What follows belongs to an exercise in optimizing a design on an open flow for small area, a short achievable clock period and few clock cycles; a production flow would make more cautious choices. The RTL was checked by simulation tests, not by an equivalence proof against the original design. Power figures rest on the tool's default switching activity, not on a simulated workload.

==> design/flow/design.v <==
`timescale 10ns / 10ns
module cpu(
    input clk,
    input rst,
    input [7:0] op_code,
    input [7:0] arg1,
    input [7:0] arg2,
    input [31:0] dataparams,
    output [15:0] dataindex,
    output [15:0] program_counter,
    output arr_trigger,
    output arr_write,
    output [15:0] arr_addr,
    output [31:0] arr_wdata,
    input [31:0] arr_rdata,
    input arr_done,
    output halted
);
    localparam [1:0] S_BOOT0 = 2'd0, S_BOOT1 = 2'd1, S_RUN = 2'd2, S_HALT = 2'd3;
    reg [1:0] st;
    reg [1:0] ph;                    
    reg [15:0] cur_pc;               
    reg [15:0] tgt_r;                
    reg busy;                        
    reg squash;                      
    reg dz;                          
    reg [31:0] T_r, N;               
    reg byp_dp;                      
    reg rd_wait;                     
    wire [31:0] T = byp_dp ? dataparams : rd_wait ? arr_rdata : T_r;
    reg [31:0] sram [0:13];          
    reg [3:0] p;                     
    reg [31:0] lva [0:31];           
    reg [4:0] fb, ftop;              
    reg [20:0] cs [0:14];            
    reg [3:0] csp;
    reg [15:0] inv_addr;             
    reg [7:0] mcnt;                  
    reg [31:0] Q;                    
    reg [5:0] dcnt;                  
    function [32:0] kadd32(input [31:0] a, input [31:0] b, input cin);
        reg [31:0] g, pp, G, P, c;
        integer k, d;
        begin
            g = a & b;
            pp = a ^ b;
            G = g;
            P = pp;
            for (d = 1; d < 32; d = d * 2)
                for (k = 31; k >= d; k = k - 1) begin
                    G[k] = G[k] | (P[k] & G[k - d]);
                    P[k] = P[k] & P[k - d];
                end
            c[0] = cin;
            for (k = 1; k < 32; k = k + 1)
                c[k] = G[k - 1] | (P[k - 1] & cin);
            kadd32 = {G[31] | (P[31] & cin), pp ^ c};
        end
    endfunction
    function [15:0] kadd16(input [15:0] a, input [15:0] b);
        reg [15:0] g, pp, G, P, c;
        integer k, d;
        begin
            g = a & b;
            pp = a ^ b;
            G = g;
            P = pp;
            for (d = 1; d < 16; d = d * 2)
                for (k = 15; k >= d; k = k - 1) begin
                    G[k] = G[k] | (P[k] & G[k - d]);
                    P[k] = P[k] & P[k - d];
                end
            c[0] = 1'b0;
            for (k = 1; k < 16; k = k + 1)
                c[k] = G[k - 1];
            kadd16 = pp ^ c;
        end
    endfunction
    function [63:0] mulcs(input [15:0] a, input [15:0] b);
        reg [31:0] c1_0, c1_1, c1_2, c1_3, c1_4, c2_0, c2_1, c2_2, c3_0, c3_1, c4_0, c4_1, c5_0, c6_0, r0, r1, r10, r11, r12, r13, r14, r15, r2, r3, r4, r5, r6, r7, r8, r9, s1_0, s1_1, s1_2, s1_3, s1_4, s2_0, s2_1, s2_2, s3_0, s3_1, s4_0, s4_1, s5_0, s6_0;
        begin
            r0 = b[0] ? ({16'd0, a} << 0) : 32'd0;
            r1 = b[1] ? ({16'd0, a} << 1) : 32'd0;
            r2 = b[2] ? ({16'd0, a} << 2) : 32'd0;
            r3 = b[3] ? ({16'd0, a} << 3) : 32'd0;
            r4 = b[4] ? ({16'd0, a} << 4) : 32'd0;
            r5 = b[5] ? ({16'd0, a} << 5) : 32'd0;
            r6 = b[6] ? ({16'd0, a} << 6) : 32'd0;
            r7 = b[7] ? ({16'd0, a} << 7) : 32'd0;
            r8 = b[8] ? ({16'd0, a} << 8) : 32'd0;
            r9 = b[9] ? ({16'd0, a} << 9) : 32'd0;
            r10 = b[10] ? ({16'd0, a} << 10) : 32'd0;
            r11 = b[11] ? ({16'd0, a} << 11) : 32'd0;
            r12 = b[12] ? ({16'd0, a} << 12) : 32'd0;
            r13 = b[13] ? ({16'd0, a} << 13) : 32'd0;
            r14 = b[14] ? ({16'd0, a} << 14) : 32'd0;
            r15 = b[15] ? ({16'd0, a} << 15) : 32'd0;
            s1_0 = r0 ^ r1 ^ r2;
            c1_0 = ((r0 & r1) | (r0 & r2) | (r1 & r2)) << 1;
            s1_1 = r3 ^ r4 ^ r5;
            c1_1 = ((r3 & r4) | (r3 & r5) | (r4 & r5)) << 1;
            s1_2 = r6 ^ r7 ^ r8;
            c1_2 = ((r6 & r7) | (r6 & r8) | (r7 & r8)) << 1;
            s1_3 = r9 ^ r10 ^ r11;
            c1_3 = ((r9 & r10) | (r9 & r11) | (r10 & r11)) << 1;
            s1_4 = r12 ^ r13 ^ r14;
            c1_4 = ((r12 & r13) | (r12 & r14) | (r13 & r14)) << 1;
            s2_0 = s1_0 ^ c1_0 ^ s1_1;
            c2_0 = ((s1_0 & c1_0) | (s1_0 & s1_1) | (c1_0 & s1_1)) << 1;
            s2_1 = c1_1 ^ s1_2 ^ c1_2;
            c2_1 = ((c1_1 & s1_2) | (c1_1 & c1_2) | (s1_2 & c1_2)) << 1;
            s2_2 = s1_3 ^ c1_3 ^ s1_4;
            c2_2 = ((s1_3 & c1_3) | (s1_3 & s1_4) | (c1_3 & s1_4)) << 1;
            s3_0 = s2_0 ^ c2_0 ^ s2_1;
            c3_0 = ((s2_0 & c2_0) | (s2_0 & s2_1) | (c2_0 & s2_1)) << 1;
            s3_1 = c2_1 ^ s2_2 ^ c2_2;
            c3_1 = ((c2_1 & s2_2) | (c2_1 & c2_2) | (s2_2 & c2_2)) << 1;
            s4_0 = s3_0 ^ c3_0 ^ s3_1;
            c4_0 = ((s3_0 & c3_0) | (s3_0 & s3_1) | (c3_0 & s3_1)) << 1;
            s4_1 = c3_1 ^ c1_4 ^ r15;
            c4_1 = ((c3_1 & c1_4) | (c3_1 & r15) | (c1_4 & r15)) << 1;
            s5_0 = s4_0 ^ c4_0 ^ s4_1;
            c5_0 = ((s4_0 & c4_0) | (s4_0 & s4_1) | (c4_0 & s4_1)) << 1;
            s6_0 = s5_0 ^ c5_0 ^ c4_1;
            c6_0 = ((s5_0 & c5_0) | (s5_0 & c4_1) | (c5_0 & c4_1)) << 1;
            mulcs = {c6_0, s6_0};
        end
    endfunction
    localparam [7:0]
        OP_NOP = 8'h00, OP_BIPUSH = 8'h10, OP_SIPUSH = 8'h11, OP_LDC = 8'h12,
        OP_ILOAD = 8'h15, OP_IALOAD = 8'h2e, OP_BALOAD = 8'h33, OP_ISTORE = 8'h36,
        OP_IASTORE = 8'h4f, OP_BASTORE = 8'h54, OP_POP = 8'h57, OP_DUP = 8'h59,
        OP_IADD = 8'h60, OP_ISUB = 8'h64, OP_IMUL = 8'h68, OP_IDIV = 8'h6c,
        OP_IREM = 8'h70, OP_INEG = 8'h74, OP_ISHL = 8'h78, OP_ISHR = 8'h7a,
        OP_IAND = 8'h7e, OP_IOR = 8'h80, OP_IXOR = 8'h82, OP_IINC = 8'h84,
        OP_GOTO = 8'ha7, OP_IRETURN = 8'hac, OP_ARETURN = 8'hb0, OP_RETURN = 8'hb1,
        OP_INVOKE = 8'hb8, OP_NEWARRAY = 8'hbc;
    wire [7:0] op = op_code;
    wire d_iconst  = (op >= 8'h02) && (op <= 8'h08);
    wire d_iload_n = (op >= 8'h1a && op <= 8'h1d) || (op >= 8'h2a && op <= 8'h2d);
    wire d_istore_n = (op >= 8'h3b && op <= 8'h3e) || (op >= 8'h4b && op <= 8'h4e);
    wire d_if      = (op >= 8'h99) && (op <= 8'h9e);
    wire d_ificmp  = (op >= 8'h9f) && (op <= 8'ha4);
    wire d_iload   = d_iload_n || op == OP_ILOAD;
    wire d_istore  = d_istore_n || op == OP_ISTORE;
    wire d_iaload  = op == OP_IALOAD || op == OP_BALOAD;
    wire d_iastore = op == OP_IASTORE || op == OP_BASTORE;
    wire d_ret     = op == OP_IRETURN || op == OP_ARETURN || op == OP_RETURN;
    wire d_div     = op == OP_IDIV || op == OP_IREM;
    wire d_alu2    = op == OP_IADD || op == OP_ISUB || op == OP_ISHL ||
                     op == OP_ISHR || op == OP_IAND || op == OP_IOR || op == OP_IXOR;
    reg [1:0] len;
    always @(*) begin
        if (op == OP_SIPUSH || op == OP_IINC || d_if || d_ificmp || op == OP_GOTO || op == OP_INVOKE)
            len = 2'd3;
        else if (op == OP_BIPUSH || op == OP_LDC || op == OP_ILOAD || op == OP_ISTORE || op == OP_NEWARRAY)
            len = 2'd2;
        else
            len = 2'd1;
    end
    reg [4:0] lidx;
    always @(*) begin
        if (op == OP_ILOAD || op == OP_ISTORE || op == OP_IINC)
            lidx = arg1[4:0];
        else if (d_iload_n)
            lidx = {3'b000, ~op[1], op[0]};
        else
            lidx = {3'b000, op[1] ^ op[0], ~op[0]};
    end
    wire [3:0] pm1 = p - 4'd1;
    wire [3:0] pm2 = p - 4'd2;
    wire [3:0] pm3 = p - 4'd3;
    wire [31:0] rd  = sram[d_iastore ? pm2 : pm1];
    wire [31:0] rdb = sram[d_iastore ? pm3 : pm2];
    wire [4:0] laddr = fb + lidx;
    wire [31:0] lrd = lva[laddr];
    wire [20:0] cs_top = cs[csp - 4'd1];
    wire t_eqz = (T == 32'd0);
    wire t_ltz = T[31];
    wire nt_eq = (N == T);
    wire [32:0] nt_sub = kadd32(N, ~T, 1'b1);
    wire nt_lt = (N[31] != T[31]) ? N[31] : !nt_sub[32];
    reg cond;
    always @(*) begin
        case (op)
            8'h99: cond = t_eqz;
            8'h9a: cond = !t_eqz;
            8'h9b: cond = t_ltz;
            8'h9c: cond = !t_ltz;
            8'h9d: cond = !t_ltz && !t_eqz;
            8'h9e: cond = t_ltz || t_eqz;
            8'h9f: cond = nt_eq;
            8'ha0: cond = !nt_eq;
            8'ha1: cond = nt_lt;
            8'ha2: cond = !nt_lt;
            8'ha3: cond = !nt_lt && !nt_eq;
            default: cond = nt_lt || nt_eq;
        endcase
    end
    function [4:0] msb32(input [31:0] x);
        reg [15:0] y16;
        reg [7:0] y8;
        reg [3:0] y4;
        reg [1:0] y2;
        begin
            msb32[4] = |x[31:16];
            y16 = msb32[4] ? x[31:16] : x[15:0];
            msb32[3] = |y16[15:8];
            y8 = msb32[3] ? y16[15:8] : y16[7:0];
            msb32[2] = |y8[7:4];
            y4 = msb32[2] ? y8[7:4] : y8[3:0];
            msb32[1] = |y4[3:2];
            y2 = msb32[1] ? y4[3:2] : y4[1:0];
            msb32[0] = y2[1];
        end
    endfunction
    wire [4:0] msb_n = msb32(N);
    wire [4:0] msb_t = msb32(T_r);
    wire div_zero = !dsub1[32];                          
    wire [4:0] dshift = msb_n - msb_t;
    wire [31:0] sh_in  = d_div ? T_r : N;
    wire [4:0]  sh_amt = d_div ? dshift : T[4:0];
    wire [31:0] shl = sh_in << sh_amt;
    wire [31:0] shr = N >> T[4:0];
    wire [32:0] sum_add = kadd32(N, T, 1'b0);
    reg [31:0] alu;
    always @(*) begin
        case (op)
            OP_IADD: alu = sum_add[31:0];
            OP_ISUB: alu = nt_sub[31:0];
            OP_ISHL: alu = shl;
            OP_ISHR: alu = shr;
            OP_IAND: alu = N & T;
            OP_IOR:  alu = N | T;
            default: alu = N ^ T;
        endcase
    end
    wire [32:0] dsub1 = kadd32(N, ~T_r, 1'b1);
    wire dge1 = dsub1[32];
    wire [31:0] dr1 = dge1 ? dsub1[31:0] : N;
    wire [31:0] dd1 = {1'b0, T_r[31:1]};
    wire [32:0] dsub2 = kadd32(dr1, ~dd1, 1'b1);
    wire dge2 = dsub2[32];
    wire [31:0] dr2 = dge2 ? dsub2[31:0] : dr1;
    wire [31:0] dd2 = {2'b00, T_r[31:2]};
    wire [32:0] dsub3 = kadd32(dr2, ~dd2, 1'b1);
    wire dge3 = dsub3[32];
    wire [31:0] dr3 = dge3 ? dsub3[31:0] : dr2;
    wire [31:0] dd3 = {3'b000, T_r[31:3]};
    wire dthree = (dcnt >= 6'd3);
    wire dtwo = (dcnt == 6'd2);
    wire [31:0] dr_n = dthree ? dr3 : dtwo ? dr2 : dr1;
    wire [31:0] dd_n = dthree ? dd3 : dtwo ? dd2 : dd1;
    wire [31:0] dq_n = dthree ? {Q[28:0], dge1, dge2, dge3} : dtwo ? {Q[29:0], dge1, dge2} : {Q[30:0], dge1};
    wire dlast = (dcnt <= 6'd3);
    reg [15:0] pc_ref;
    reg [1:0] st_n, ph_n;
    reg [31:0] T_n, N_n;
    reg [3:0] p_n;
    reg s_we;
    reg l_we;
    reg [4:0] l_wa;
    reg [31:0] l_wd;
    reg c_push, c_pop;
    reg [4:0] fb_n, ftop_n;
    reg trig, awr;
    reg [15:0] aaddr;
    reg halt_now;
    reg [15:0] inv_addr_n;
    reg [7:0] mcnt_n;
    reg [31:0] Q_n;
    reg [5:0] dcnt_n;
    reg byp_dp_n, rd_wait_n, squash_n, dz_n;
    wire [32:0] inc_sum = kadd32(Q, {24'd0, arg2}, 1'b0);
    wire [63:0] mul_cs = mulcs(N[15:0], T[15:0]);
    wire [32:0] mul_sum = kadd32(T_r, Q, 1'b0);
    wire [32:0] neg_t = kadd32(32'd0, ~T, 1'b1);
    wire can_trig = !busy || arr_done;
    wire [15:0] pc_p1 = kadd16(cur_pc, 16'd1);
    wire [15:0] pc_p2 = kadd16(cur_pc, 16'd2);
    wire [15:0] pc_p3 = kadd16(cur_pc, 16'd3);
    wire [15:0] seq_pc = (len == 2'd3) ? pc_p3 : (len == 2'd2) ? pc_p2 : pc_p1;
    reg [31:0] iconst_val;
    always @(*) begin
        case (op[3:0])
            4'h2: iconst_val = 32'hffff_ffff;
            4'h4: iconst_val = 32'd1;
            4'h5: iconst_val = 32'd2;
            4'h6: iconst_val = 32'd3;
            4'h7: iconst_val = 32'd4;
            4'h8: iconst_val = 32'd5;
            default: iconst_val = 32'd0;
        endcase
    end
    wire f_nop   = (op == OP_NOP);
    wire f_arr   = d_iaload || d_iastore;
    wire f_two   = (op == OP_IINC) || (op == OP_IMUL);
    wire f_inv   = (op == OP_INVOKE);
    wire div_fin = (ph != 2'd0) && (dlast || dz);
    wire inv_dp  = f_inv && (ph == 2'd1) && (dataparams[15:9] == 7'd0);
    wire inv_r   = f_inv && (ph == 2'd2) && (mcnt == 8'd1);
    wire p_hold  = f_nop || (f_arr && !can_trig) || (f_two && ph == 2'd0) ||
                   (d_div && !div_fin) || (f_inv && !inv_dp && !inv_r);
    wire p_adv3  = (len == 2'd3) && !f_inv && !(op == OP_IINC && ph == 2'd0);
    wire p_adv2  = (len == 2'd2);
    wire p_adv1  = !(p_hold || p_adv2 || p_adv3 || d_ret || inv_dp || inv_r);
    wire [15:0] pc_run = ({16{p_adv1}} & pc_p1) | ({16{p_adv2}} & pc_p2) | ({16{p_adv3}} & pc_p3) |
                         ({16{p_hold}} & cur_pc) | ({16{d_ret}} & cs_top[20:5]) |
                         ({16{inv_dp}} & dataparams[31:16]) | ({16{inv_r}} & inv_addr);
    wire [15:0] pc_reg = squash ? tgt_r : cur_pc;
    reg [15:0] pc_out;
    always @(*) begin
        case (st)
            S_BOOT0: pc_out = 16'h0000;
            S_BOOT1: pc_out = dataparams[31:16];
            S_HALT:  pc_out = cur_pc;
            default: pc_out = (squash || (rd_wait && !arr_done)) ? pc_reg : pc_run;
        endcase
    end
    always @(*) begin
        pc_ref = cur_pc;
        st_n = st;
        ph_n = 2'd0;
        T_n = T;
        N_n = N;
        p_n = p;
        s_we = 1'b0;
        byp_dp_n = 1'b0;
        rd_wait_n = rd_wait && !arr_done;
        squash_n = 1'b0;
        dz_n = dz;
        l_we = 1'b0;
        l_wa = laddr;
        l_wd = T;
        c_push = 1'b0;
        c_pop = 1'b0;
        fb_n = fb;
        ftop_n = ftop;
        trig = 1'b0;
        awr = 1'b0;
        aaddr = T[15:0];
        halt_now = 1'b0;
        inv_addr_n = inv_addr;
        mcnt_n = mcnt;
        Q_n = Q;
        dcnt_n = dcnt;
        case (st)
            S_BOOT0: begin
                pc_ref = 16'h0000;
                st_n = S_BOOT1;
            end
            S_BOOT1: begin
                pc_ref = dataparams[31:16];
                fb_n = 5'd0;
                ftop_n = dataparams[4:0];
                st_n = S_RUN;
            end
            S_HALT: begin
                pc_ref = cur_pc;
            end
            default: begin
                pc_ref = seq_pc;
                if (squash) begin
                    pc_ref = tgt_r;
                end
                else if (rd_wait && !arr_done) begin
                    pc_ref = cur_pc;
                    T_n = T_r;
                    ph_n = ph;
                end
                else if (op == OP_NOP) begin
                    pc_ref = cur_pc;
                    if (can_trig) begin
                        halt_now = 1'b1;
                        st_n = S_HALT;
                    end
                end
                else if (d_iconst || op == OP_BIPUSH || op == OP_SIPUSH || d_iload) begin
                    s_we = 1'b1;
                    N_n = T;
                    p_n = p + 4'd1;
                    if (d_iconst)
                        T_n = iconst_val;
                    else if (op == OP_BIPUSH)
                        T_n = {{24{arg1[7]}}, arg1};
                    else if (op == OP_SIPUSH)
                        T_n = {{16{arg1[7]}}, arg1, arg2};
                    else
                        T_n = lrd;
                end
                else if (op == OP_LDC) begin
                    s_we = 1'b1;
                    N_n = T;
                    p_n = p + 4'd1;
                    byp_dp_n = 1'b1;
                end
                else if (d_istore) begin
                    l_we = 1'b1;
                    T_n = N;
                    N_n = rd;
                    p_n = pm1;
                end
                else if (op == OP_IINC) begin
                    if (ph == 2'd0) begin
                        pc_ref = cur_pc;
                        ph_n = 2'd1;
                        Q_n = lrd;
                    end else begin
                        l_we = 1'b1;
                        l_wd = inc_sum[31:0];
                    end
                end
                else if (op == OP_IMUL) begin
                    if (ph == 2'd0) begin
                        pc_ref = cur_pc;
                        ph_n = 2'd1;
                        T_n = mul_cs[31:0];
                        Q_n = mul_cs[63:32];
                    end else begin
                        T_n = mul_sum[31:0];
                        N_n = rd;
                        p_n = pm1;
                    end
                end
                else if (d_alu2) begin
                    T_n = alu;
                    N_n = rd;
                    p_n = pm1;
                end
                else if (op == OP_INEG) begin
                    T_n = neg_t[31:0];
                end
                else if (op == OP_POP) begin
                    T_n = N;
                    N_n = rd;
                    p_n = pm1;
                end
                else if (op == OP_DUP) begin
                    s_we = 1'b1;
                    N_n = T;
                    p_n = p + 4'd1;
                end
                else if (op == OP_NEWARRAY) begin
                    T_n = 32'd0;
                end
                else if (op == OP_GOTO) begin
                    squash_n = 1'b1;
                end
                else if (d_if) begin
                    T_n = N;
                    N_n = rd;
                    p_n = pm1;
                    squash_n = cond;
                end
                else if (d_ificmp) begin
                    T_n = rd;
                    N_n = rdb;
                    p_n = pm2;
                    squash_n = cond;
                end
                else if (d_iaload) begin
                    if (can_trig) begin
                        trig = 1'b1;
                        N_n = rd;
                        p_n = pm1;
                        rd_wait_n = 1'b1;
                    end else begin
                        pc_ref = cur_pc;
                    end
                end
                else if (d_iastore) begin
                    aaddr = N[15:0];
                    awr = 1'b1;
                    if (can_trig) begin
                        trig = 1'b1;
                        T_n = rd;
                        N_n = rdb;
                        p_n = pm3;
                    end else begin
                        pc_ref = cur_pc;
                    end
                end
                else if (d_div) begin
                    if (ph == 2'd0 && (byp_dp || rd_wait)) begin
                        pc_ref = cur_pc;
                    end
                    else if (ph == 2'd0) begin
                        pc_ref = cur_pc;
                        ph_n = 2'd1;
                        T_n = shl;
                        Q_n = 32'd0;
                        dz_n = div_zero;
                        dcnt_n = {1'b0, dshift} + 6'd1;
                    end else begin
                        Q_n = dq_n;
                        dcnt_n = dcnt - (dthree ? 6'd3 : dtwo ? 6'd2 : 6'd1);
                        if (dlast || dz) begin
                            if (dz)
                                T_n = (op == OP_IREM) ? N : 32'd0;
                            else
                                T_n = (op == OP_IREM) ? dr_n : dq_n;
                            N_n = rd;
                            p_n = pm1;
                        end else begin
                            pc_ref = cur_pc;
                            ph_n = 2'd1;
                            T_n = dd_n;
                            N_n = dr_n;
                        end
                    end
                end
                else if (d_ret) begin
                    pc_ref = cs_top[20:5];
                    fb_n = cs_top[4:0];
                    ftop_n = fb;
                    c_pop = 1'b1;
                end
                else if (op == OP_INVOKE) begin
                    pc_ref = cur_pc;
                    if (ph == 2'd0) begin
                        c_push = 1'b1;
                        ph_n = 2'd1;
                    end else if (ph == 2'd1) begin
                        inv_addr_n = dataparams[31:16];
                        fb_n = ftop;
                        ftop_n = ftop + dataparams[4:0];
                        if (dataparams[15:8] == 8'd0) begin
                            pc_ref = dataparams[31:16];
                        end else begin
                            l_we = 1'b1;
                            l_wa = ftop + dataparams[12:8] - 5'd1;
                            T_n = N;
                            N_n = rd;
                            p_n = pm1;
                            mcnt_n = dataparams[15:8] - 8'd1;
                            if (dataparams[15:8] == 8'd1)
                                pc_ref = dataparams[31:16];
                            else
                                ph_n = 2'd2;
                        end
                    end else begin
                        l_we = 1'b1;
                        l_wa = fb + mcnt[4:0] - 5'd1;
                        T_n = N;
                        N_n = rd;
                        p_n = pm1;
                        mcnt_n = mcnt - 8'd1;
                        if (mcnt == 8'd1)
                            pc_ref = inv_addr;
                        else
                            ph_n = 2'd2;
                    end
                end
            end
        endcase
    end
    always @(posedge clk) begin
        cur_pc <= pc_out;
        tgt_r <= kadd16(cur_pc, {arg1, arg2});
        ph <= ph_n;
        st <= st_n;
        T_r <= T_n;
        byp_dp <= byp_dp_n;
        rd_wait <= rd_wait_n;
        squash <= squash_n;
        dz <= dz_n;
        N <= N_n;
        p <= p_n;
        fb <= fb_n;
        ftop <= ftop_n;
        inv_addr <= inv_addr_n;
        mcnt <= mcnt_n;
        Q <= Q_n;
        dcnt <= dcnt_n;
        busy <= (busy && !arr_done) || trig;
        if (c_push)
            csp <= csp + 4'd1;
        else if (c_pop)
            csp <= csp - 4'd1;
        if (rst) begin
            st <= S_BOOT0;
            ph <= 2'd0;
            p <= 4'd14;
            csp <= 4'd0;
            busy <= 1'b0;
            byp_dp <= 1'b0;
            rd_wait <= 1'b0;
            squash <= 1'b0;
            cur_pc <= 16'h0000;
        end
    end
    always @(posedge clk) begin
        if (s_we && p < 4'd14)
            sram[p] <= N;
        if (l_we && !rst)
            lva[l_wa] <= l_wd;
        if (c_push && !rst)
            cs[csp] <= {seq_pc, fb};
    end
    assign program_counter = pc_out;
    assign dataindex = (st == S_RUN) ? ((op == OP_LDC) ? {8'h00, arg1} : {arg1, arg2}) : 16'h0000;
    assign halted = (st == S_HALT) || halt_now;
    assign arr_trigger = trig;
    assign arr_write = awr;
    assign arr_addr = aaddr;
    assign arr_wdata = T;
endmodule
==> design/flow/flow/run.sh <==
#!/bin/bash
# Standard layout, with the port buffers made of plain buf cells instead of
# the delay-buffer cells buffer_ports picks by default.
set -euo pipefail
bash standard.sh BUFFER_PORTS_ARGS="-buffer_cell sky130_fd_sc_hd__buf_4" finish > standard.log 2>&1
==> design/flow/standard.sh <==
#!/bin/bash
# synth_recipe.tcl (not shown) runs the flow's synth.tcl, then flattens the netlist and writes it again
# the make line also repeats each setting of config.mk as NAME=value (left out here)
make -C /OpenROAD-flow-scripts/flow DESIGN_CONFIG=/design/flow/config.mk WORK_HOME=/design/flow/orfs CLKGATE_MAP_FILE= SYNTH_SCRIPT=/design/flow/synth_recipe.tcl "${@:-finish}"
==> design/flow/config.mk <==
export PLATFORM = sky130hd
export DESIGN_NAME = cpu
export DESIGN_NICKNAME = cpu
export VERILOG_FILES = /design/flow/design.v
export SDC_FILE = /design/flow/constraint.sdc
export NUM_CORES = 4
export LEC_CHECK = 0
export ABC_CLOCK_PERIOD_IN_PS = 5000
export CAP_MARGIN = 35
export CORE_MARGIN = 2
export CORE_UTILIZATION = 40
export PLACE_DENSITY = 0.6
export SETUP_SLACK_MARGIN = 2
export SLEW_MARGIN = 35
==> design/flow/constraint.sdc <==
create_clock -name core_clock -period 9.0 [get_ports {clk}]
set_input_delay 1.8000 -clock core_clock [delete_from_list [all_inputs] [get_ports {clk}]]
set_output_delay 1.8000 -clock core_clock [all_outputs]
set_load 0.01 [all_outputs]
==> metrics.md, run 1 <==
| Metric | Value |
|---|---|
| Status | finished clean |
| Die Y | ~550 microns |
| Synth top area share | 48.9% |
| RSZ-0062 raised after global routing | true |
| DR WL/cell | 40.8 microns |
| Final worst path period share | 91.8% |
| Clock Root Buffer | clkbuf_16 |
| GP Congestion | 1.12 |
| Hold depth | 2 |
| Max incr delay on CP | roughly 0.51 ns |
| Worst Clk Skew | 0.0872 ns |
| Core Box Area | about 290000 sq um |
| Post-synth ARST share | 0% |
| Via density | around 6.6 |
| Minimum clock period | 8.26 ns |
| Critical path's slowest cell | edfxtp_1 |
| H-tree Lvls | 4 |
| Util after Layout | between 40% and 50% |
| Worst-margin pin slew | 1.18 ns |
| Slew HR | between 20% and 30% |
| Cell mode on critical path | buf_4 |
| Pin count of the biggest net entering global routing | 89 |
| Final nets | around 12000 |
| R2R cell count | 32 |
| Io pins | 174 |
| Worst EP required | ~9.6 ns |
| Power Dens Cells | between 300 and 400 nW/um^2 |
| Synth area leaders | edfxtp_1, mux4_2, mux2i_1, ha_1, fa_1 |
| Sequential fraction of the synthesis area | roughly half |
| CP Launch Type | flop |
| Top_reg_cell synth | edfxtp_1 |
| Pleak | approximately 0.052 uW |
| Final Hold Fails | 0 |
| YS warnings | 1 |
| Fmax | about 120 MHz |
| Critical path endpoint category | flop |
| EDFF count, synth | approximately 1900 |
| Initial antenna violation count | slightly above 80 |
| Vias in the first global route | roughly 94000 |
| Cell Area, Synth | between 100000 and 150000 sq um |
| Die X | roughly 550 microns |
| # DRC | 0 |
| Critical path peak fanout | 24 |
| Starting Density | 40.2% |
| Cts hold-fix bufs | 0 |
| Post-Syn Instances | around 10000 |
| Syn Area/Cell | roughly 12 sq um |
| Vias | between 90000 and 100k |
| Clk sink count | slightly below 2000 |
| Kind of path behind the tightest hold check | reg -> reg |
| Most frequent cells after synthesis | edfxtp_1, nand2_1, nor2_1 |
| Worst EP arrival | between 8 and 9 ns |
| Post-Syn Nets | 10600 |
| 1st-pass router iterations | 7 |
| CTS tree | done |
| Fin area | ~140000 sq um |
| Row Count | ~200 |
| Max VDD drop | around 0.86 mV |
| Detailed Place HPWL | between 400000 and 500000 microns |
| Inserted Clock Buffers | between 200 and 250 |
| Slew Limit Fails | 0 |
| Clock-pin slew on the worst setup and hold paths | ~0.070 ns |
| Worst Setup Path Type | reg -> reg |
| First-pass GRT wire length | about 800000 microns |
| Total GRT Usage | around two fifths |
| Number of synthesized register bits | 1972 |
| Post-synth top area cell | edfxtp_1 |
| Final setup vio count | 0 |
| Total congestion overflow | 0 |
| Iteration-0 DRC Markers | 13600 |
| Count of different cell masters after synthesis | ~130 |
| Area grow syn2layout | 20.0% |
| IO Port Bufs | approximately 170 |
| Post-Route WL | 610000 microns |
| Most common cell in the netlist | edfxtp_1 |
| Max cap viols | 0 |
| Worst-Skew Late Latency | between 0.9 and 1 ns |
| Placed Area | 132000 sq um |
| Die ar. | 300000 sq um |
| Maximum clock path buffer count | 4 |
| ANT nets after route | 0 |
| Share of cells above drive strength 1 | between 20% and 30% |
-- routing by layer --
| layer | wire, microns | GRT usage, % |
|---|---|---|
| met5 | 160 | 0 |
| met4 | 50600 | 27.4 |
| met3 | 60000 | 9.73 |
| met2 | 266000 | 59.2 |
| met1 | 234000 | 51.0 |
-- flip-flops by register name (all words and copies together) (netlist names), 2 cells and up --
register	flops
N	32
Q	32
T_r	32
cs	315
csp	4
cur_pc	16
dcnt	6
fb	5
ftop	5
inv_addr	16
lva	1024
mcnt	8
p	4
ph	2
sram	448
st	2
tgt_r	16
-- what timing repair did --
action	in CTS	in global routing
setup endpoints to repair	82	86
hold endpoints to repair	0	0
gates resized for setup	273	207
buffers inserted	71	62
pin swaps	104	133
cloned	3	2
-- logic make-up (layout without fill, tap and decap cells) --
logic type / Yosys count / in the layout / share of synthesized area, %
other cells: 0 / 47 / 0
buf+inv: 1166 / 2198 / 4.10
compound gates: 2449 / 2449 / 13.6
mux: 998 / 998 / 13.7
xor+xnor: 260 / 260 / 1.94
simple gates: 2548 / 2549 / 9.51
fa+ha+maj: 577 / 577 / 7.44
flops: 1972 / 1972 / 49.7
-- worst max-delay path: cells and delay by family, from the launching register on --
family / cells / cell delay (ns)
AOI/OAI and AO/OA: 11 / 2.33
and+or+nand+nor: 8 / 1.55
buffers and inverters: 7 / 1.43
muxes: 4 / 1.31
adders and majority gates: 2 / 0.69
DFF: 1 / 0.51
-- layout by cell type, fill, tap and decap left out, types with 38 or more instances in the layout --
| master | count |
|---|---|
| a21oi_1 | 565 |
| o22ai_1 | 97 |
| dfxtp_1 | 45 |
| a211oi_1 | 157 |
| nand4_1 | 47 |
| a21oi_2 | 61 |
| o221ai_1 | 112 |
| clkinv_1 | 50 |
| buf_6 | 44 |
| diode_2 | 47 |
| nor3_1 | 140 |
| buf_12 | 67 |
| nor2_1 | 773 |
| a221oi_1 | 83 |
| o211ai_1 | 103 |
| xnor2_1 | 157 |
| xor2_1 | 80 |
| o21ai_1 | 49 |
| nand2_1 | 929 |
| nor2_4 | 40 |
| a31oi_1 | 82 |
| a21o_1 | 60 |
| clkbuf_16 | 211 |
| ha_1 | 326 |
| edfxtp_1 | 1924 |
| nor2b_1 | 43 |
| nor4_1 | 40 |
| o21a_1 | 58 |
| a311oi_1 | 38 |
| mux4_2 | 488 |
| mux2i_1 | 462 |
| nor2_2 | 42 |
| o21ai_2 | 45 |
| inv_1 | 412 |
| o21ai_0 | 429 |
| fa_1 | 208 |
| nand3_1 | 172 |
| and3_1 | 75 |
| buf_4 | 1256 |
-- path summary, 6_finish.rpt --
path | start | end | slack [ns]
setup reg to reg | T_r[31] | T_r[21] | 0.74
hold / removal | st[1] | st[1] | 0.56
hold reg to reg | st[1] | st[1] | 0.56
setup / recovery | T_r[31] | T_r[21] | 0.74
-- area by class of cell --
cell class | count | area [sq um]
Tap cell | 3919 | 4900
Sequential cell | 1972 | 58700
Clock inverter | 119 | 1200
Timing Repair Buffer | 1380 | 11500
Multi-Input combinational cell | 6833 | 58300
Fill cell | 26200 | 152000
Antenna cell | 47 | 118
Inverter | 454 | 1730
Clock buffer | 245 | 5410
-- metrics by stage --
stage	hold WS (ns)	worst slack, ns	total power, uW	instances	setup TNS (ns)
after floorplan	0.495	1.29	24800	9970	0
after global placement	0.512	-0.770	40000	14400	-0.770
after detailed placement	0.550	0.211	40200	14400	0
after CTS	0.559	0.984	49800	14900	0
after global routing	0.608	0.635	52800	14900	0
final	0.565	0.739	51300	15000	0
-- power by group --
group,leakage [uW],switching [uW],internal [uW]
sequential,0.0176,214,10800
clock,0.00319,3710,4780
combinational,0.0311,20600,11200
total,0.0519,24500,26800
Testbench counts, summed over its fixed seeds: cycles 129,690.
==> inputs of run 2 (changes only) <==
--- a/design/flow/design.v
+++ b/design/flow/design.v
@@ -24,6 +24,7 @@
     reg busy;                        
     reg squash;                      
     reg dz;                          
+    reg [4:0] dsh;                   
     reg [31:0] T_r, N;               
     reg byp_dp;                      
     reg rd_wait;                     
@@ -219,7 +220,7 @@
     wire div_zero = !dsub1[32];                          
     wire [4:0] dshift = msb_n - msb_t;
     wire [31:0] sh_in  = d_div ? T_r : N;
-    wire [4:0]  sh_amt = d_div ? dshift : T[4:0];
+    wire [4:0]  sh_amt = d_div ? dsh : T[4:0];
     wire [31:0] shl = sh_in << sh_amt;
     wire [31:0] shr = N >> T[4:0];
     wire [32:0] sum_add = kadd32(N, T, 1'b0);
@@ -243,16 +244,11 @@
     wire dge2 = dsub2[32];
     wire [31:0] dr2 = dge2 ? dsub2[31:0] : dr1;
     wire [31:0] dd2 = {2'b00, T_r[31:2]};
-    wire [32:0] dsub3 = kadd32(dr2, ~dd2, 1'b1);
-    wire dge3 = dsub3[32];
-    wire [31:0] dr3 = dge3 ? dsub3[31:0] : dr2;
-    wire [31:0] dd3 = {3'b000, T_r[31:3]};
-    wire dthree = (dcnt >= 6'd3);
-    wire dtwo = (dcnt == 6'd2);
-    wire [31:0] dr_n = dthree ? dr3 : dtwo ? dr2 : dr1;
-    wire [31:0] dd_n = dthree ? dd3 : dtwo ? dd2 : dd1;
-    wire [31:0] dq_n = dthree ? {Q[28:0], dge1, dge2, dge3} : dtwo ? {Q[29:0], dge1, dge2} : {Q[30:0], dge1};
-    wire dlast = (dcnt <= 6'd3);
+    wire dtwo = (dcnt >= 6'd2);
+    wire [31:0] dr_n = dtwo ? dr2 : dr1;
+    wire [31:0] dd_n = dtwo ? dd2 : dd1;
+    wire [31:0] dq_n = dtwo ? {Q[29:0], dge1, dge2} : {Q[30:0], dge1};
+    wire dlast = (dcnt <= 6'd2);
     reg [15:0] pc_ref;
     reg [1:0] st_n, ph_n;
     reg [31:0] T_n, N_n;
@@ -271,6 +267,7 @@
     reg [31:0] Q_n;
     reg [5:0] dcnt_n;
     reg byp_dp_n, rd_wait_n, squash_n, dz_n;
+    reg [4:0] dsh_n;
     wire [32:0] inc_sum = kadd32(Q, {24'd0, arg2}, 1'b0);
     wire [63:0] mul_cs = mulcs(N[15:0], T[15:0]);
     wire [32:0] mul_sum = kadd32(T_r, Q, 1'b0);
@@ -296,27 +293,38 @@
     wire f_arr   = d_iaload || d_iastore;
     wire f_two   = (op == OP_IINC) || (op == OP_IMUL);
     wire f_inv   = (op == OP_INVOKE);
-    wire div_fin = (ph != 2'd0) && (dlast || dz);
-    wire inv_dp  = f_inv && (ph == 2'd1) && (dataparams[15:9] == 7'd0);
-    wire inv_r   = f_inv && (ph == 2'd2) && (mcnt == 8'd1);
-    wire p_hold  = f_nop || (f_arr && !can_trig) || (f_two && ph == 2'd0) ||
-                   (d_div && !div_fin) || (f_inv && !inv_dp && !inv_r);
-    wire p_adv3  = (len == 2'd3) && !f_inv && !(op == OP_IINC && ph == 2'd0);
-    wire p_adv2  = (len == 2'd2);
-    wire p_adv1  = !(p_hold || p_adv2 || p_adv3 || d_ret || inv_dp || inv_r);
-    wire [15:0] pc_run = ({16{p_adv1}} & pc_p1) | ({16{p_adv2}} & pc_p2) | ({16{p_adv3}} & pc_p3) |
-                         ({16{p_hold}} & cur_pc) | ({16{d_ret}} & cs_top[20:5]) |
-                         ({16{inv_dp}} & dataparams[31:16]) | ({16{inv_r}} & inv_addr);
-    wire [15:0] pc_reg = squash ? tgt_r : cur_pc;
-    reg [15:0] pc_out;
+    reg k_iinc, k_imul, k_div, k_inv;
+    always @(posedge clk) begin
+        k_iinc <= (op == OP_IINC);
+        k_imul <= (op == OP_IMUL);
+        k_div <= d_div;
+        k_inv <= f_inv;
+    end
+    wire div_fin = (ph == 2'd1 && dz) || (ph == 2'd2 && dlast);
+    wire inv_dp  = (ph == 2'd1) && (dataparams[15:9] == 7'd0);
+    wire inv_r   = (ph == 2'd2) && (mcnt == 8'd1);
+    wire rd_stall = rd_wait && !arr_done;
+    reg [15:0] pc_alt;
     always @(*) begin
-        case (st)
-            S_BOOT0: pc_out = 16'h0000;
-            S_BOOT1: pc_out = dataparams[31:16];
-            S_HALT:  pc_out = cur_pc;
-            default: pc_out = (squash || (rd_wait && !arr_done)) ? pc_reg : pc_run;
-        endcase
+        if (st == S_BOOT0)      pc_alt = 16'h0000;
+        else if (st == S_BOOT1) pc_alt = dataparams[31:16];
+        else if (st == S_HALT)  pc_alt = cur_pc;
+        else if (squash)        pc_alt = tgt_r;
+        else if (rd_stall)      pc_alt = cur_pc;
+        else if (k_iinc)        pc_alt = pc_p3;
+        else if (k_imul)        pc_alt = pc_p1;
+        else if (k_div)         pc_alt = div_fin ? pc_p1 : cur_pc;
+        else if (k_inv)         pc_alt = inv_dp ? dataparams[31:16] : inv_r ? inv_addr : cur_pc;
+        else                    pc_alt = cur_pc;
     end
+    wire use_alt = (st != S_RUN) || squash || rd_stall || (ph != 2'd0);
+    wire c_hold = f_nop || f_two || d_div || f_inv || (f_arr && !can_trig);
+    wire c_l2   = (len == 2'd2);
+    wire c_l3   = (len == 2'd3) && (op != OP_IINC) && !f_inv;
+    wire c_l1   = !(c_hold || c_l2 || c_l3 || d_ret);
+    wire [15:0] pc_dec = ({16{c_l1}} & pc_p1) | ({16{c_l2}} & pc_p2) | ({16{c_l3}} & pc_p3) |
+                         ({16{c_hold}} & cur_pc) | ({16{d_ret}} & cs_top[20:5]);
+    wire [15:0] pc_out = use_alt ? pc_alt : pc_dec;
     always @(*) begin
         pc_ref = cur_pc;
         st_n = st;
@@ -329,6 +337,7 @@
         rd_wait_n = rd_wait && !arr_done;
         squash_n = 1'b0;
         dz_n = dz;
+        dsh_n = dsh;
         l_we = 1'b0;
         l_wa = laddr;
         l_wd = T;
@@ -487,13 +496,18 @@
                     else if (ph == 2'd0) begin
                         pc_ref = cur_pc;
                         ph_n = 2'd1;
-                        T_n = shl;
                         Q_n = 32'd0;
                         dz_n = div_zero;
+                        dsh_n = dshift;
                         dcnt_n = {1'b0, dshift} + 6'd1;
+                    end
+                    else if (ph == 2'd1 && !dz) begin
+                        pc_ref = cur_pc;
+                        ph_n = 2'd2;
+                        T_n = shl;
                     end else begin
                         Q_n = dq_n;
-                        dcnt_n = dcnt - (dthree ? 6'd3 : dtwo ? 6'd2 : 6'd1);
+                        dcnt_n = dcnt - (dtwo ? 6'd2 : 6'd1);
                         if (dlast || dz) begin
                             if (dz)
                                 T_n = (op == OP_IREM) ? N : 32'd0;
@@ -503,7 +517,7 @@
                             p_n = pm1;
                         end else begin
                             pc_ref = cur_pc;
-                            ph_n = 2'd1;
+                            ph_n = 2'd2;
                             T_n = dd_n;
                             N_n = dr_n;
                         end
@@ -564,6 +578,7 @@
         rd_wait <= rd_wait_n;
         squash <= squash_n;
         dz <= dz_n;
+        dsh <= dsh_n;
         N <= N_n;
         p <= p_n;
         fb <= fb_n;
@@ -598,10 +613,10 @@
             cs[csp] <= {seq_pc, fb};
     end
     assign program_counter = pc_out;
-    assign dataindex = (st == S_RUN) ? ((op == OP_LDC) ? {8'h00, arg1} : {arg1, arg2}) : 16'h0000;
+    assign dataindex = (st == S_RUN) ? (op[7] ? {arg1, arg2} : {8'h00, arg1}) : 16'h0000;
     assign halted = (st == S_HALT) || halt_now;
     assign arr_trigger = trig;
-    assign arr_write = awr;
-    assign arr_addr = aaddr;
+    assign arr_write = op[6];
+    assign arr_addr = op[6] ? N[15:0] : T[15:0];
     assign arr_wdata = T;
 endmodule
==> run 2 against run 1 <==
Compared with the run above: still clean on timing, DRC and antenna; register-to-register slack improved by 1.0 ns; non-clock buffer count shrank 448; sequential cell count rose by 9; critical path type unchanged; largest cell class unchanged; highest routed layer unchanged.
==> metrics.md, run 2 <==
| Metric | Value |
|---|---|
| Status | finished clean |
| Number of synthesized register bits | 1981 (+0.46%) |
| Worst-Skew Late Latency | 0.96 ns (+0.03 ns) |
| Post-Syn Instances | 9894 (-0.76%) |
| Worst-margin pin slew | 1.20 ns (+0.0136 ns) |
| Slew Limit Fails | 0 (unchanged) |
| Pleak | 0.0482 uW (-7.1%) |
| First-pass GRT wire length | 846000 microns (+3.4%) |
| GP Congestion | 1.22 (+8.8%) |
| Fmax | 138 MHz (+14%) |
| Register area | 59000 sq um (+0.40%) |
| Vias | 99900 (+0.78%) |
| Design Power | 43400 uW (-15%) |
| RSZ-0062 raised after global routing | true |
| Clk sink count | 1981 (+0.46%) |
| Fill count | 26600 (+1.5%) |
| R2R cell count | 25 (-22%) |
| Die ar. | 299000 sq um (-0.42%) |
| Total GRT Usage | 41.7% (+2.0 points) |
| Inserted Clock Buffers | 214 (+2.9%) |
| Power Dens Cells | 317 nW/um^2 (-12%) |
| Io pins | 174 (unchanged) |
| Leading cell type in the layout, fill and taps excluded | edfxtp_1 |
| ANT nets after route | 0 (unchanged) |
| Total negative slack | 0 ns (unchanged) |
| Cell Area, Synth | 118000 sq um (-0.42%) |
| Die Y | 547 microns (-0.21%) |
| Biggest regs | lva: 1024 flops, sram: 448 flops, cs: 315 flops |
| Max incr delay on CP | 0.69 ns (+0.18 ns) |
| Clock-pin slew on the worst setup and hold paths | 0.08 ns (about the same) |
| Kind of path behind the tightest hold check | reg -> reg |
| Detailed Place HPWL | 455000 microns (+1.1%) |
| Post-synth ARST share | 0% (unchanged) |
| Post-synth top area cell | edfxtp_1 |
| Total congestion overflow | 0 (unchanged) |
| H-tree Lvls | 4 (unchanged) |
| Maximum clock path buffer count | 4 (unchanged) |
| CTS tree | done |
| Buf/Inv on CP | 5 (-2) |
| Synth top area share | 49.2% (+0.33 points) |
| Syn Area/Cell | 11.9 sq um (+0.34%) |
| EDFF count, synth | 1929 (+0.26%) |
| Hold depth | 2 (unchanged) |
| Die X | 547 microns (-0.21%) |
| Pin count of the biggest net entering global routing | 70 (-21%) |
| # DRC | 0 (unchanged) |
| Worst Setup Path Type | reg -> reg |
| Critical path's slowest cell | edfxtp_1 |
| CP Launch Type | flop |
| Iteration-0 DRC Markers | 15100 (+11%) |
| Minimum clock period | 7.23 ns (-1.03 ns) |
| DR WL/cell | 44.0 microns (+7.9%) |
| 1st-pass router iterations | 10 (+3) |
| Most frequent cells in the layout | edfxtp_1, nand2_1, buf_4 |
| IO Port Bufs | 173 (unchanged) |
| Critical path peak fanout | 16 (-33%) |
| YS warnings | 1 (unchanged) |
| Area grow syn2layout | 16.2% |
| Max cap viols | 0 (unchanged) |
| Max VDD drop | 0.698 mV (-19%) |
| Share of cells above drive strength 1 | 21.1% (-4.6 points) |
| Via density | 6.90 (+4.2%) |
| Biggest register | lva |
| Worst EP arrival | 7.95 ns (-0.88 ns) |
| Max FFs per register | 1024 (unchanged) |
| CP top delay family | compound AO/OA/AOI/OAI gates |
| Synth area leaders | edfxtp_1, mux4_2, fa_1, ha_1, nand2_1 |
| Core Box Area | 293000 sq um (-0.25%) |
| Multi-input gate area | 56200 sq um (-3.7%) |
| Final Hold Fails | 0 (unchanged) |
| Final setup vio count | 0 (unchanged) |
| Top_reg_cell synth | edfxtp_1 |
| Initial antenna violation count | 99 (+19%) |
| Worst EP required | 9.72 ns (+0.15 ns) |
| Row Count | 199 (unchanged) |
| Most frequent cells after synthesis | edfxtp_1, nand2_1, nor2_1 |
| WP depth | 25 (-22%) |
| Slew HR | 19.5% (-1.5 points) |
| Critical path endpoint category | flop |
| Starting Density | 40.2% (-0.068 points) |
| Post-Syn Nets | 10500 (-1.0%) |
| Sequential fraction of the synthesis area | 50.1% (+0.41 points) |
| Count of different cell masters after synthesis | 125 (-0.79%) |
| Most common cell in the netlist | edfxtp_1 |
| Final worst path period share | 80.4% (-11 points) |
| Clock Root Buffer | clkbuf_16 |
| Vias in the first global route | 94000 (-0.31%) |
| Final nets | 10900 (-4.9%) |
| Worst Clk Skew | 0.0992 ns (+0.0120 ns) |
| Post-Route WL | 637000 microns (+4.4%) |
-- run 2: report_power, final --
group	switching [uW]	total (uW)	leakage [uW]	internal, uW
Clock	3860	9030	0.00347	5170
Sequential	254	11100	0.0177	10800
Combinational	15900	23300	0.0270	7430
Total	20000	43400	0.0482	23400
-- run 2: stage by stage --
stage | std cells | instance area [sq um] | util [%] | worst slack (ns) | hold WS (ns)
after floorplan | 9894 | 118000 | - | 2.00 | 0.492
after global placement | 13900 | 127000 | 43.4 | -0.284 | 0.508
after detailed placement | 13900 | 128000 | 43.6 | 0.385 | 0.557
after CTS | 14400 | 136000 | 46.3 | 1.80 | 0.568
after global routing | 14400 | 137000 | 46.6 | 1.77 | 0.621
final | 14500 | 137000 | 46.7 | 1.77 | 0.578
-- run 2: what timing repair did --
action                                  in CTS  in global routing
resized for setup                           80                 77
cloned                                       0                  2
hold buffers                                 0                  0
buffers inserted                            41                 34
pin swaps                                   10                 17
endpoints found under the setup margin      58                241
-- run 2: worst min-delay path, stage by stage, from the launching register on --
cell and delay (ns):
dfxtp_1 0.37, o21ai_0 0.10, a21oi_1 0.06
-- run 2: final timing paths --
kind | start | to | slack [ns]
min | st[0] | st[0] | 0.58
max | T_r[23] | T_r[17] | 1.77
min reg2reg | st[0] | st[0] | 0.58
max reg2reg | T_r[23] | T_r[17] | 1.77
-- run 2: routing by layer --
metal | wire (microns) | GRT usage [%]
met4 | 64500 | 33.9
met1 | 227000 | 49.5
met5 | 290 | 0.190
met2 | 270000 | 60.5
met3 | 75100 | 15.5
-- run 2: area by class of cell --
class / instances / share of cell area [%]
sequential: 1981 / 43.1
multi-input combinational: 6738 / 41.0
timing repair buffer: 932 / 5.74
clock buffer: 253 / 4.08
tap: 3919 / 3.58
inverter: 445 / 1.25
clock inverter: 140 / 1.10
antenna: 74 / 0.135
-- run 2: logic make-up (layout without fill, tap and decap cells) --
kind of cell / count (synthesis) / after routing / synth area share, %
buf+inv: 1177 / 1770 / 4.09
flops: 1981 / 1981 / 50.1
mux: 884 / 884 / 12.8
other cells: 0 / 74 / 0
compound gates: 2533 / 2533 / 14.4
fa+ha+maj: 546 / 546 / 7.14
xor+xnor: 229 / 230 / 1.72
simple gates: 2544 / 2545 / 9.74
Testbench counts of run 2, summed over its fixed seeds: cycles 135,839.
==> inputs of run 3 (changes only) <==
==> design/flow/config.mk (replaced) <==
export PLATFORM = sky130hd
export DESIGN_NAME = cpu
export DESIGN_NICKNAME = cpu
export VERILOG_FILES = /design/flow/design.v
export SDC_FILE = /design/flow/constraint.sdc
export NUM_CORES = 4
export LEC_CHECK = 0
export CAP_MARGIN = 35
export CORE_MARGIN = 2
export CORE_UTILIZATION = 60
export PLACE_DENSITY = 0.75
export SETUP_SLACK_MARGIN = 2
export SLEW_MARGIN = 35
==> run 3 against run 2 <==
Compared with the run above: the run now fails in 5_1_grt; synthesized area did not move; synthesized cell count did not move.
==> metrics.md, run 3 <==
| Metric | Value |
|---|---|
| Top_reg_cell synth | edfxtp_1 |
| Post-Syn Instances | 9894 (unchanged) |
| Halt Stage | 5_1_grt |
| Pin count of the biggest net entering global routing | just over 80 |
| Post-Syn Nets | 10500 (unchanged) |
| Most common cell in the netlist | edfxtp_1 |
| Error msg | [ERROR GRT-0232] Routing congestion too high. Check the congestion heatmap in the GUI. |
| Cts hold-fix bufs | 0 (unchanged) |
| Post-synth top area cell | edfxtp_1 |
| YS warnings | 1 (unchanged) |
| Clock Root Buffer | clkbuf_16 |
| EDFF count, synth | 1929 (unchanged) |
| Cell Area, Synth | 118000 sq um (unchanged) |
| Maximum clock path buffer count | 3 (-1) |
| Most frequent cells after synthesis | edfxtp_1, nand2_1, nor2_1 |
| H-tree Lvls | 4 (unchanged) |
| Inserted Clock Buffers | 195 (-8.9%) |
| Die Y | 447 microns (-18%) |
| Sequential fraction of the synthesis area | 50.1% (unchanged) |
| Die X | 447 microns (-18%) |
| Total congestion overflow | 97 |
| Clk sink count | 1981 (unchanged) |
| Detailed Place HPWL | 439000 microns (-3.6%) |
| Syn Area/Cell | 11.9 sq um (unchanged) |
| IO Port Bufs | 173 (unchanged) |
| Count of different cell masters after synthesis | 125 (unchanged) |
| Number of synthesized register bits | 1981 (unchanged) |
| Synth top area share | 49.2% (unchanged) |
| Status | did not finish |
| Row Count | 162 (-19%) |
| Starting Density | 60.4% (+20 points) |
| GP Congestion | 1.28 (+4.9%) |
| Synth area leaders | edfxtp_1, mux4_2, fa_1, ha_1, nand2_1 |
| Post-synth ARST share | 0% (unchanged) |
| Io pins | 174 (unchanged) |
| Total GRT Usage | around 82% |
==> run 3: cell counts after synthesis <==
Identical to the previous run, type by type.
==> run 3: power groups by stage <==
| stage | Clock, uW | Combinational, uW | Sequential (uW) |
|---|---|---|---|
| 2_1_floorplan | 0 | 10900 | 11100 |
| 3_3_place_gp | 0 | 20000 | 11300 |
| 3_5_place_dp | 0 | 20600 | 11300 |
| 4_1_cts | 8460 | 21700 | 11000 |
==> run 3: stage by stage <==
step	cells	setup WS, ns	hold slack, ns	utilization (%)	area (sq um)
floorplan	9894	2.00	0.492	-	118000
global placement	12600	0.804	0.505	64.1	125000
detailed placement	12600	0.650	0.546	64.3	125000
CTS	13000	1.76	0.586	68.0	133000
==> run 3: worst max path at each step <==
stage                            start            endpoint  slack, ns  depth (start not counted)
after floorplan           arr_rdata[0]             T_r[13]       2.00                         23
after global placement    arr_rdata[4]             T_r[13]       0.80                         19
after detailed placement    op_code[1]              T_r[8]       0.65                         21
after CTS                   op_code[1]  program_counter[4]       1.76                         16
==> run 3: what timing repair did <==
action,4_1_cts
cloned,2
endpoints found under the setup margin,678
setup buffers,43
resized for setup,77
pin swaps,9
==> run 3: routing by layer <==
layer	track usage [%]	overflow
met2	93.8	42
met5	48.7	1
met4	81.5	42
met3	71.1	7
met1	82.9	5
==> run 3: cell families after synthesis <==
group | synth area share [%]
adders and majority gates | 7.14
AOI/OAI and AO/OA | 14.4
and+or+nand+nor | 9.74
muxes | 12.8
DFF | 50.1
buffers and inverters | 4.09
xor gates and xnor gates | 1.72
==> inputs of run 4 (changes only) <==
--- a/design/flow/design.v
+++ b/design/flow/design.v
@@ -269,7 +269,7 @@
     reg byp_dp_n, rd_wait_n, squash_n, dz_n;
     reg [4:0] dsh_n;
     wire [32:0] inc_sum = kadd32(Q, {24'd0, arg2}, 1'b0);
-    wire [63:0] mul_cs = mulcs(N[15:0], T[15:0]);
+    wire [63:0] mul_cs = mulcs(N[15:0], T_r[15:0]);
     wire [32:0] mul_sum = kadd32(T_r, Q, 1'b0);
     wire [32:0] neg_t = kadd32(32'd0, ~T, 1'b1);
     wire can_trig = !busy || arr_done;
@@ -420,7 +420,10 @@
                     end
                 end
                 else if (op == OP_IMUL) begin
-                    if (ph == 2'd0) begin
+                    if (ph == 2'd0 && (byp_dp || rd_wait)) begin
+                        pc_ref = cur_pc;
+                    end
+                    else if (ph == 2'd0) begin
                         pc_ref = cur_pc;
                         ph_n = 2'd1;
                         T_n = mul_cs[31:0];
@@ -614,8 +617,9 @@
     end
     assign program_counter = pc_out;
     assign dataindex = (st == S_RUN) ? (op[7] ? {arg1, arg2} : {8'h00, arg1}) : 16'h0000;
-    assign halted = (st == S_HALT) || halt_now;
-    assign arr_trigger = trig;
+    wire run_ok = (st == S_RUN) && !squash && !rd_stall;
+    assign halted = (st == S_HALT) || (run_ok && f_nop && can_trig);
+    assign arr_trigger = run_ok && f_arr && can_trig;
     assign arr_write = op[6];
     assign arr_addr = op[6] ? N[15:0] : T[15:0];
     assign arr_wdata = T;
==> design/flow/config.mk (replaced) <==
export PLATFORM = sky130hd
export DESIGN_NAME = cpu
export DESIGN_NICKNAME = cpu
export VERILOG_FILES = /design/flow/design.v
export SDC_FILE = /design/flow/constraint.sdc
export NUM_CORES = 4
export LEC_CHECK = 0
export ABC_CLOCK_PERIOD_IN_PS = 5000
export CAP_MARGIN = 35
export CORE_MARGIN = 2
export CORE_UTILIZATION = 40
export PLACE_DENSITY = 0.6
export SETUP_SLACK_MARGIN = 2
export SLEW_MARGIN = 35
==> run 4 against run 3 <==
Compared with the run above: the run now finishes clean; synthesized area grew 0.82%; synthesized cell count grew 1.9%.
==> metrics.md, run 4 <==
| Metric | Value |
|---|---|
| Status | finished clean |
| Post-synth top area cell | edfxtp_1 |
| Final hold slack | ~0.61 ns |
| Iteration-0 DRC Markers | between 15000 and 20000 |
| Synth area leaders | edfxtp_1, mux4_2, ha_1, mux2i_1, fa_1 |
| Power Dens Cells | 342 nW/um^2 |
| Final Hold Fails | 0 |
| Inserted Clock Buffers | 213 (+9.2%) |
| Slew Limit Fails | 0 |
| Area grow syn2layout | 16.2% |
| Vias in the first global route | a little under 100k |
| Post-Route WL | 654000 microns |
| Share of cells above drive strength 1 | between 20% and 30% |
| YS warnings | 1 (unchanged) |
| Clock Root Buffer | clkbuf_16 |
| Maximum clock path buffer count | 4 (+1) |
| Cts hold-fix bufs | 0 (unchanged) |
| Die Y | 549 microns (+23%) |
| Biggest register | lva |
| IO Port Bufs | 173 (unchanged) |
| GP Congestion | 1.15 (-11%) |
| Buf/Inv on CP | 5 |
| Max incr delay on CP | 0.60 ns |
| Biggest regs | lva: 1024 flops, sram: 448 flops, cs: 315 flops |
| Detailed Place HPWL | 466000 microns (+6.1%) |
| First-pass GRT wire length | roughly 870000 microns |
| CP Launch Type | flop |
| Worst Clk Skew | between 0.09 and 0.1 ns |
| Max VDD drop | approximately 0.99 mV |
| Number of synthesized register bits | 1981 (unchanged) |
| Worst-margin pin slew | between 1 and 1.5 ns |
| RSZ-0062 raised after global routing | false |
| Initial antenna violation count | between 100 and 150 |
| Worst-Skew Late Latency | slightly below 1 ns |
| Top_reg_cell synth | edfxtp_1 |
| Via density | ~7 |
| Leading cell type in the layout, fill and taps excluded | edfxtp_1 |
| Core Box Area | between 200000 and 300000 sq um |
| Worst EP required | roughly 9.8 ns |
| Die ar. | about 300000 sq um |
| Final worst slack | ~1.9 ns |
| Post-Syn Nets | 10700 (+2.0%) |
| Fmax | between 100 and 150 MHz |
| Pin count of the biggest net entering global routing | 90 |
| Post-Syn Instances | 10100 (+1.9%) |
| Kind of path behind the tightest hold check | reg -> reg |
| CTS tree | done |
| Vias | ~100k |
| Syn Area/Cell | 11.8 sq um (-1.1%) |
| Pleak | 0.0494 uW |
| Total GRT Usage | between 40% and 50% |
| Total congestion overflow | 0 |
| 1st-pass router iterations | 6 |
| Critical path peak fanout | 16 |
| Clk sink count | 1981 (unchanged) |
| Cell Area, Synth | 119000 sq um (+0.82%) |
| Minimum clock period | approximately 7 ns |
| Max cap viols | 0 |
| Critical path endpoint category | flop |
| Row Count | 200 (+23%) |
| Cell mode on critical path | o21ai_2 |
| Max FFs per register | roughly 1000 |
| Clock-pin slew on the worst setup and hold paths | around 0.070 ns |
| Worst Setup Path Type | reg -> reg |
| Sequential fraction of the synthesis area | 49.7% (-0.41 points) |
| Worst setup path startpoint | T_r[8] |
| CP top delay family | compound AO/OA/AOI/OAI gates |
| Place WS | 0.478 ns (-0.172 ns) |
| Final nets | approximately 11000 |
| Slew HR | between 20% and 30% |
| Starting Density | 40.1% (-20 points) |
| H-tree Lvls | 4 (unchanged) |
| ANT nets after route | 0 |
| Worst EP arrival | 7.85 ns |
| Worst reg2reg path startpoint | T_r[8] |
| Count of different cell masters after synthesis | 127 (+1.6%) |
| EDFF count, synth | 1929 (unchanged) |
| # DRC | 0 |
| Total negative slack | 0 ns |
| DR WL/cell | 44.4 microns |
| Synth top area share | 48.8% (-0.40 points) |
| Most frequent cells in the layout | edfxtp_1, nand2_1, buf_4 |
| CP cell instances | clkinv_1 -> ha_1 -> and3_1 -> nand4_1 -> o21ai_2 -> and3b_4 -> or2_4 -> buf_4 -> mux2_2 -> ha_1 -> nand3_1 -> or4_1 -> o211ai_4 -> a41oi_2 -> o21ai_2 -> o21ai_2 -> a21oi_4 -> buf_12 -> buf_12 -> mux2i_2 -> buf_4 -> o21ai_1 -> a221o_1 -> a211oi_2 |
| Most common cell in the netlist | edfxtp_1 |
| Design Power | ~47000 uW |
| Post-synth ARST share | 0% (unchanged) |
| Io pins | 174 (unchanged) |
| Die X | 549 microns (+23%) |
| Final worst path period share | 78.4% |
| Final setup vio count | 0 |
| Most frequent cells after synthesis | edfxtp_1, nand2_1, nor2_1 |
| Critical hold path startpoint | st[1] |
| Critical path's slowest cell | edfxtp_1 |
-- run 4: cell types whose count changed after synthesis, moves of 35 or more --
cell | previous run | this run
o221ai_1 | 60 | 95
nand3_1 | 199 | 234
a211oi_1 | 248 | 204
nand2_1 | 911 | 1084
and2_1 | 101 | 45
a21oi_1 | 596 | 637
mux2i_1 | 339 | 430
-- run 4: logic make-up after synthesis --
| logic type | after synthesis | share of synthesized area (%) |
|---|---|---|
| xor+xnor | 254 | 1.89 |
| mux | 964 | 13.3 |
| buf+inv | 1188 | 4.10 |
| simple gates | 2661 | 9.87 |
| compound gates | 2474 | 13.9 |
| fa+ha+maj | 563 | 7.26 |
| flops | 1981 | 49.7 |
-- run 4: path summary, 6_finish.rpt --
| check | endpoint | slack (ns) | cells past startpoint |
|---|---|---|---|
| setup reg to reg | T_r[10] | 1.94 | 24 |
| hold / removal | st[1] | 0.61 | 2 |
| hold reg to reg | st[1] | 0.61 | 2 |
| setup / recovery | T_r[10] | 1.94 | 24 |
-- run 4: worst reg2reg max path: stages (launching register included) --
cell and delay, ns:
edfxtp_1 0.60, clkinv_1 0.28, ha_1 0.44, and3_1 0.31, nand4_1 0.14, o21ai_2 0.23, and3b_4 0.28, or2_4 0.28
buf_4 0.18, mux2_2 0.34, ha_1 0.30, nand3_1 0.09, or4_1 0.58, o211ai_4 0.38, a41oi_2 0.25, o21ai_2 0.21
o21ai_2 0.14, a21oi_4 0.29, buf_12 0.16, buf_12 0.17, mux2i_2 0.31, buf_4 0.23, o21ai_1 0.08, a221o_1 0.42
a211oi_2 0.23
-- run 4: power breakdown --
group | internal (uW) | total, uW | switching, uW | leakage, uW
clock | 5060 | 9010 | 3950 | 0.00340
sequential | 10800 | 11000 | 219 | 0.0177
combinational | 8600 | 27100 | 18500 | 0.0283
total | 24500 | 47200 | 22700 | 0.0494
-- run 4: area by class of cell --
cell class | instances | area [sq um]
Antenna cell | 73 | 183
Sequential cell | 1981 | 59000
Inverter | 444 | 1690
Multi-Input combinational cell | 6917 | 56600
Fill cell | 26800 | 158000
Timing Repair Buffer | 1008 | 8520
Clock inverter | 142 | 1550
Tap cell | 3939 | 4930
Clock buffer | 249 | 5490
-- run 4: stage by stage --
stage	utilization [%]	instance area, sq um	std cells
floorplan	-	119000	10100
global placement	43.6	129000	14200
detailed placement	43.8	130000	14200
CTS	46.3	137000	14700
global route	46.6	138000	14700
finish	46.6	138000	14800
-- run 4: metal layers --
layer / wire length, microns / vias up / part of all wire [%] / global-route usage (%)
met4: 66600 / 58 / 10 / 35.7
met1: 230000 / 51500 / 35 / 50.5
li1: - / 39600 / - / -
met3: 75900 / 2438 / 12 / 14.7
met2: 281000 / 7899 / 43 / 62.8
met5: 760 / - / 0.12 / 0.981
-- run 4: repair_timing --
action	CTS	global route
gates resized for setup	65	64
endpoints found under the setup margin	57	204
pin swaps	8	7
endpoints found under the hold margin	0	0
cloned	3	0
setup buffers	21	15
Testbench counts of run 4, summed over its fixed seeds: cycles 136,365.
==> inputs of run 5 (changes only) <==
==> design/flow/config.mk (replaced) <==
export PLATFORM = sky130hd
export DESIGN_NAME = cpu
export DESIGN_NICKNAME = cpu
export VERILOG_FILES = /design/flow/design.v
export SDC_FILE = /design/flow/constraint.sdc
export NUM_CORES = 4
export LEC_CHECK = 0
export CAP_MARGIN = 35
export CORE_MARGIN = 2
export CORE_UTILIZATION = 40
export PLACE_DENSITY = 0.6
export SETUP_SLACK_MARGIN = 1
export SLEW_MARGIN = 35
==> run 5 against run 4 <==
Compared with the run above: critical path depth is 7 lower; global-route usage is 2.0 points lower; synthesized cell count stayed put; setup slack worse by 0.81 ns.
==> metrics.md, run 5 <==
| Metric | Value |
|---|---|
| Cell Area, Synth | 119000 sq um (unchanged) |
| Worst EP arrival | 8.61 ns (+0.76 ns) |
| Biggest regs | lva: 1024 flops, sram: 448 flops, cs: 315 flops |
| Critical path peak fanout | 16 (unchanged) |
| Syn Area/Cell | 11.8 sq um (unchanged) |
| Vias in the first global route | 96100 (-0.93%) |
| 1st-pass router iterations | 10 (+4) |
| Max incr delay on CP | 0.78 ns (+0.18 ns) |
| Status | finished clean |
| Number of synthesized register bits | 1981 (unchanged) |
| Clock-pin slew on the worst setup and hold paths | 0.07 ns (about the same) |
| Slew Limit Fails | 0 (unchanged) |
| Max VDD drop | 0.754 mV (-24%) |
| Synth area leaders | edfxtp_1, mux4_2, ha_1, mux2i_1, fa_1 |
| Critical path endpoint category | flop |
| Area grow syn2layout | 15.0% |
| GP Congestion | 1.18 (+2.9%) |
| YS warnings | 1 (unchanged) |
| Sequential fraction of the synthesis area | 49.7% (unchanged) |
| Synth top area share | 48.8% (unchanged) |
| DR WL/cell | 42.6 microns (-3.9%) |
| Die Y | 549 microns (unchanged) |
| H-tree Lvls | 4 (unchanged) |
| Final Non-Filler Cells | 14600 (-0.74%) |
| Maximum clock path buffer count | 4 (unchanged) |
| Clock Root Buffer | clkbuf_16 |
| Worst EP required | 9.74 ns (-0.05 ns) |
| Io pins | 174 (unchanged) |
| Row Count | 200 (unchanged) |
| Share of cells above drive strength 1 | 19.3% (-1.5 points) |
| GR Layer Usage met3 | 15.6% (+0.89 points) |
| Worst Clk Skew | 0.0831 ns (-0.00853 ns) |
| Via density | 6.89 (+0.18%) |
| Core Box Area | 296000 sq um (unchanged) |
| Count of different cell masters after synthesis | 127 (unchanged) |
| Most common cell in the netlist | edfxtp_1 |
| Post-Route WL | 624000 microns (-4.6%) |
| Initial antenna violation count | 99 (-4.8%) |
| Fmax | 127 MHz (-10%) |
| Biggest register | lva |
| RSZ-0062 raised after global routing | false |
| Clk sink count | 1981 (unchanged) |
| Final hold slack | 0.603 ns (-0.0106 ns) |
| Iteration-0 DRC Markers | 15400 (-1.1%) |
| IO Port Bufs | 173 (unchanged) |
| Inserted Clock Buffers | 213 (unchanged) |
| GRT busiest layer | met2 |
| Max FFs per register | 1024 (unchanged) |
| Critical path's slowest cell | a2111oi_0 |
run 5: final cells by class:
| cell class | instances | area, sq um |
|---|---|---|
| fillers | 26700 | 159000 |
| clock buffers | 254 | 5530 |
| multi-input cells | 6916 | 56200 |
| well taps | 3939 | 4930 |
| clock inverters | 142 | 1490 |
| diodes | 69 | 173 |
| inverters | 444 | 1670 |
| flip-flops and latches | 1981 | 59000 |
| repair buffers | 899 | 7620 |
run 5: logic make-up after synthesis:
logic type / Yosys count / share of synthesized area, %
adder cells (fa/ha/maj): 563 / 7.26
flip-flops: 1981 / 49.7
multiplexers: 964 / 13.3
XOR/XNOR: 254 / 1.89
AND/OR/NAND/NOR: 2661 / 9.87
AO/OA/AOI/OAI: 2474 / 13.9
buffers and inverters: 1188 / 4.10
run 5: worst paths after layout:
kind,end,slack [ns],startpoint
worst min register to register,st[1],0.60,st[1]
worst max register to register,dcnt[5],1.14,N[16]
worst min-delay path,st[1],0.60,st[1]
worst max-delay path,dcnt[5],1.14,N[16]
run 5: stage by stage:
step / utilization (%) / power, uW / instance area (sq um) / setup WS (ns)
2_1_floorplan: - / 23400 / 119000 / 1.26
3_3_place_gp: 43.4 / 35800 / 129000 / 0.933
3_5_place_dp: 43.6 / 36000 / 129000 / 0.902
4_1_cts: 46.0 / 44900 / 136000 / 1.02
5_1_grt: 46.1 / 47800 / 136000 / 1.00
6_report: 46.1 / 46500 / 137000 / 1.14
run 5: worst min-delay path, delay by kind of cell (launching register included):
kind	cells	cell delay, ns
and+or+nand+nor	1	0.13
DFF	1	0.37
AOI/OAI and AO/OA	1	0.06
run 5: power by group:
| part | switching (uW) | internal, uW | total, uW |
|---|---|---|---|
| Clock | 3900 | 5070 | 8970 |
| Sequential | 237 | 10800 | 11000 |
| Combinational | 18200 | 8320 | 26500 |
run 5: metal layers:
| layer | share of wire [%] | up-vias |
|---|---|---|
| met5 | 0.095 | - |
| met4 | 10 | 56 |
| met3 | 12 | 2585 |
| met2 | 42 | 7831 |
| met1 | 35 | 51100 |
| li1 | - | 39400 |
run 5: what timing repair did:
item / CTS / global route
setup endpoints to repair: 0 / 9
setup buffers: 0 / 3
gates resized for setup: 0 / 2

## port drivers added, routing unchanged
The results above use ideal ports. As a check the final layouts listed here were re-extracted and re-timed, cells and wires unchanged. Step 1: set_driving_cell puts a clkbuf_16 on clk and a buf_2 on each other input, an assumption about the parent block. Step 2 times the ports against the registers' clock, not the clock port: input delays grow and output delays shrink by t, the midpoint of the rising clock arrivals with the driver on. a / b / c = ideal / step 1 / step 2; a / b = the first two.
run	shift t [ns]	slack for setup (ns)
run 1	0.988	0.739 / 0.739 / -0.040
run 2	1.020	1.767 / 1.767 / 0.892
run 4	1.040	1.944 / 1.944 / 1.192
run 5	1.046	1.138 / 1.138 / 0.670
Met with ideal ports but missed after step 2: setup timing in run 1.
